From an optimization exercise on the open Yosys and OpenROAD flow, aimed at small area; shortcuts taken in it are not production practice.
The RTL was checked by simulation tests, not by an equivalence proof against the original design.
No activity file was given, so power comes from the tool's default toggle rates.

==> inputs of run H <==
==> flow/design.v <==
module top 
(  
    input               pclk,
    input               presetn,
    input   [31 : 0]    paddr,
    input   [31 : 0]    pwdata,
    input               psel,
    input               pwrite,
    input               penable,
    output  [31 : 0]    prdata
);
  reg [3:0]  cntrl;  
  reg [31:0] reg1;  
  reg [31:0] reg2;  
  reg [31:0] reg3;  
  reg [31:0] reg4;  
  reg     [31 : 0]    rdata_tmp;    
    always @ (posedge pclk) 
      begin
        if( !presetn ) 
        begin
           cntrl    <= 4'h0;
           reg1     <= 32'h5A5A_5555;
           reg2     <= 32'h1234_9876;
           reg3     <= 32'hA5A5_0000;
           reg4     <= 32'h0000_FFFF;
          rdata_tmp <= 32'h00000000;
        end
        else if( psel && penable && pwrite )
        begin
            case( paddr )
                'h0     : cntrl <= pwdata;
                'h4     : reg1  <= pwdata; 
                'h8     : reg2  <= pwdata;
                'hc     : reg3  <= pwdata;
                'h10    : reg4  <= pwdata;
            endcase
        end
        else if (psel && penable && !pwrite )
         begin
           case( paddr )
                'h0     : rdata_tmp <= {28'h0000000,cntrl};
                'h4     : rdata_tmp <= reg1;
                'h8     : rdata_tmp <= reg2;
                'hc     : rdata_tmp <= reg3;
                'h10    : rdata_tmp <= reg4;
                default : rdata_tmp <= 32'h00000000;
            endcase 
         end      
    end   
assign prdata =  rdata_tmp;
endmodule
==> flow/run.sh <==
#!/bin/bash
# synth_recipe.tcl (not shown) runs the flow's synth.tcl, then flattens the netlist and writes it again
# the make line also repeats each setting of config.mk as NAME=value (left out here)
make -C /OpenROAD-flow-scripts/flow DESIGN_CONFIG=/design/flow/config.mk WORK_HOME=/design/flow/orfs CLKGATE_MAP_FILE= SYNTH_SCRIPT=/design/flow/synth_recipe.tcl finish
==> flow/config.mk <==
export PLATFORM = sky130hd
export DESIGN_NAME = top
export DESIGN_NICKNAME = top
export VERILOG_FILES = /design/flow/design.v
export SDC_FILE = /design/flow/constraint.sdc
export NUM_CORES = 4
export LEC_CHECK = 0
export CAP_MARGIN = 20
export CORE_MARGIN = 2
export CORE_UTILIZATION = 40
export SLEW_MARGIN = 20
==> flow/constraint.sdc <==
create_clock -name core_clock -period 5.0 [get_ports {pclk}]
set_input_delay 1.0000 -clock core_clock [delete_from_list [all_inputs] [get_ports {pclk}]]
set_output_delay 1.0000 -clock core_clock [all_outputs]
set_load 0.01 [all_outputs]
==> run X: changes against run H <==
==> flow/design.v (replaced) <==
module top
(
    input               pclk,
    input               presetn,
    input   [31 : 0]    paddr,
    input   [31 : 0]    pwdata,
    input               psel,
    input               pwrite,
    input               penable,
    output  [31 : 0]    prdata
);
  localparam [31:0] RST1 = 32'h5A5A_5555;
  localparam [31:0] RST2 = 32'h1234_9876;
  localparam [31:0] RST3 = 32'hA5A5_0000;
  localparam [31:0] RST4 = 32'h0000_FFFF;
  reg [3:0]  cntrl;
  reg [31:0] reg1;
  reg [31:0] reg2;
  reg [31:0] reg3;
  reg [31:0] reg4;
  reg [3:0]  wrt;
  reg [2:0]  rsel;
  wire       hit = (paddr[31:5] == 27'd0) && (paddr[1:0] == 2'd0);
  wire [2:0] idx = paddr[4:2];
  wire       wr  = psel && penable && pwrite && hit;
  always @(posedge pclk) begin
    if (!presetn) begin
      cntrl <= 4'h0;
      wrt   <= 4'h0;
    end else if (wr) begin
      case (idx)
        3'd0: cntrl  <= pwdata[3:0];
        3'd1: wrt[0] <= 1'b1;
        3'd2: wrt[1] <= 1'b1;
        3'd3: wrt[2] <= 1'b1;
        3'd4: wrt[3] <= 1'b1;
        default: ;
      endcase
    end
  end
  always @(posedge pclk) if (wr && idx == 3'd1) reg1 <= pwdata;
  always @(posedge pclk) if (wr && idx == 3'd2) reg2 <= pwdata;
  always @(posedge pclk) if (wr && idx == 3'd3) reg3 <= pwdata;
  always @(posedge pclk) if (wr && idx == 3'd4) reg4 <= pwdata;
  always @(posedge pclk) begin
    if (psel && penable) begin
      rsel[2] <= hit && (idx >= 3'd1) && (idx <= 3'd4);
      rsel[1] <= (idx == 3'd3) || (idx == 3'd4);
      rsel[0] <= hit ? ((idx == 3'd0) || (idx == 3'd2) || (idx == 3'd4)) : 1'b0;
    end
  end
  wire       s0 = (rsel == 3'b001);
  wire [3:0] s;
  assign s[0] = (rsel == 3'b100);
  assign s[1] = (rsel == 3'b101);
  assign s[2] = (rsel == 3'b110);
  assign s[3] = (rsel == 3'b111);
  wire [3:0] sv = s & wrt;
  wire [3:0] rv = s & ~wrt;
  wire [31:0] rd = ({32{sv[0]}} & reg1) | ({32{sv[1]}} & reg2)
                 | ({32{sv[2]}} & reg3) | ({32{sv[3]}} & reg4)
                 | ({32{rv[0]}} & RST1) | ({32{rv[1]}} & RST2)
                 | ({32{rv[2]}} & RST3) | ({32{rv[3]}} & RST4)
                 | {28'h0, {4{s0}} & cntrl};
  assign prdata = rd;
endmodule
==> flow/flow/run.sh (new file) <==
#!/bin/bash
# Standard ORFS layout (standard.sh, with the standard flow's synthesis script), with these changes:
#  - ports are buffered with the smallest buffer, sky130_fd_sc_hd__buf_1;
#  - CTS uses small clock buffers, larger sink clusters and no dummy loads.
# Each tool's output is in orfs/logs; make's output is in standard.log.
set -euo pipefail
here=$(pwd)
rm -rf "$here/scripts_local"
cp -r "$FLOW_HOME/scripts" "$here/scripts_local"
cp "$here/flow/abc_area.script" "$here/scripts_local/abc_area.script"
export SCRIPTS_DIR="$here/scripts_local"
export BUFFER_PORTS_ARGS="-buffer_cell sky130_fd_sc_hd__buf_1"
export CTS_ARGS="-sink_clustering_enable -repair_clock_nets -dont_use_dummy_load -buf_list {sky130_fd_sc_hd__clkbuf_4 sky130_fd_sc_hd__clkbuf_8} -sink_clustering_size 30"
bash standard.sh > standard.log 2>&1
==> flow/flow/abc_area.script (new file) <==
&get -n
&st
&syn2
&dch -f
&nf -p -F 10 -A 10 -a -R 1000
&put
topo
dnsize -c
==> flow/standard.sh (new file) <==
#!/bin/bash
# synth_recipe.tcl (not shown) runs the flow's synth.tcl, then flattens the netlist and writes it again
# the make line also repeats each setting of config.mk as NAME=value (left out here)
make -C /OpenROAD-flow-scripts/flow DESIGN_CONFIG=/design/flow/config.mk WORK_HOME=/design/flow/orfs CLKGATE_MAP_FILE= SYNTH_SCRIPT=/design/flow/synth_recipe.tcl "${@:-finish}"
--- a/flow/config.mk
+++ b/flow/config.mk
@@ -7,2 +7,3 @@
 export LEC_CHECK = 0
+export ABC_AREA = 1
 export CAP_MARGIN = 20
removed: flow/run.sh
==> comparison <==
Run H finished with timing, DRC and antenna clean. Run X finished with timing, DRC and antenna clean. In run H the combinational power is larger than in run X, by about 70%. Between run H and run X, the lower routed wire length is in run X (gap 69%, measured against run X). Between run X and run H, the lower utilization is in run X (gap 1.8 points). First-iteration DRC count: run H is lower than run X (14%). In run X the global-route usage is lower than in run H, by 2.6 points.
==> figures <==
| metric | run X | run H |
|---|---|---|
| Core region area | 12500 µm² | 17800 µm² |
| DIE AREA | 13500 µm² | 19100 µm² |
| Run status | complete, no violations | complete, no violations |
| Max IR drop VDD | 0.197 mV | 0.246 mV |
| Worst Setup SP | rsel[1] | paddr[4] |
| Post-placement worst setup slack | 1.60 ns | 0.858 ns |
| Last weighted congestion value of the routability-driven placer | 0.732 | 0.843 |
| Die width | 116 µm | 138 µm |
| End point of the critical path | prdata[5] | reg1[3] |
| Buffer cell driving the clock tree root | sky130_fd_sc_hd__clkbuf_8 | sky130_fd_sc_hd__clkbuf_16 |
| Detailed placement HPWL | 6900 µm | 11900 µm |
| Area taken by multi-input logic gates | 1010 µm² | 3640 µm² |

re-timing with driven ports:
How much do the figures lean on ideal ports? The routed layouts below were timed once more, with nothing changed but the port constraints. Step 1, drivers: a clkbuf_16 drives pclk and a buf_2 each remaining input, both assumed. Step 2 moves the port delays by t, midway between the first and last clock arrival at a register: inputs arrive t later, outputs are due t later. That takes back most of the time a late clock gives input paths. Slacks: no drivers / after step 1 / after step 2; pairs: no drivers / after step 1.
| run | shift t [ns] | setup WS [ns] | worst setup path at the end | worst slew at a driven data input, ns |
|---|---|---|---|---|
| run H | 0.466 | 1.191 / 1.209 / 0.744 | input to register | 0.04 |
| run X | 0.450 | 1.265 / 1.234 / 1.684 | register to output | 0.06 |
After both steps every run listed still meets setup and hold. The setup slack of run H, which loses most, moves by +0.018 ns with the drivers and by -0.447 ns with both steps.
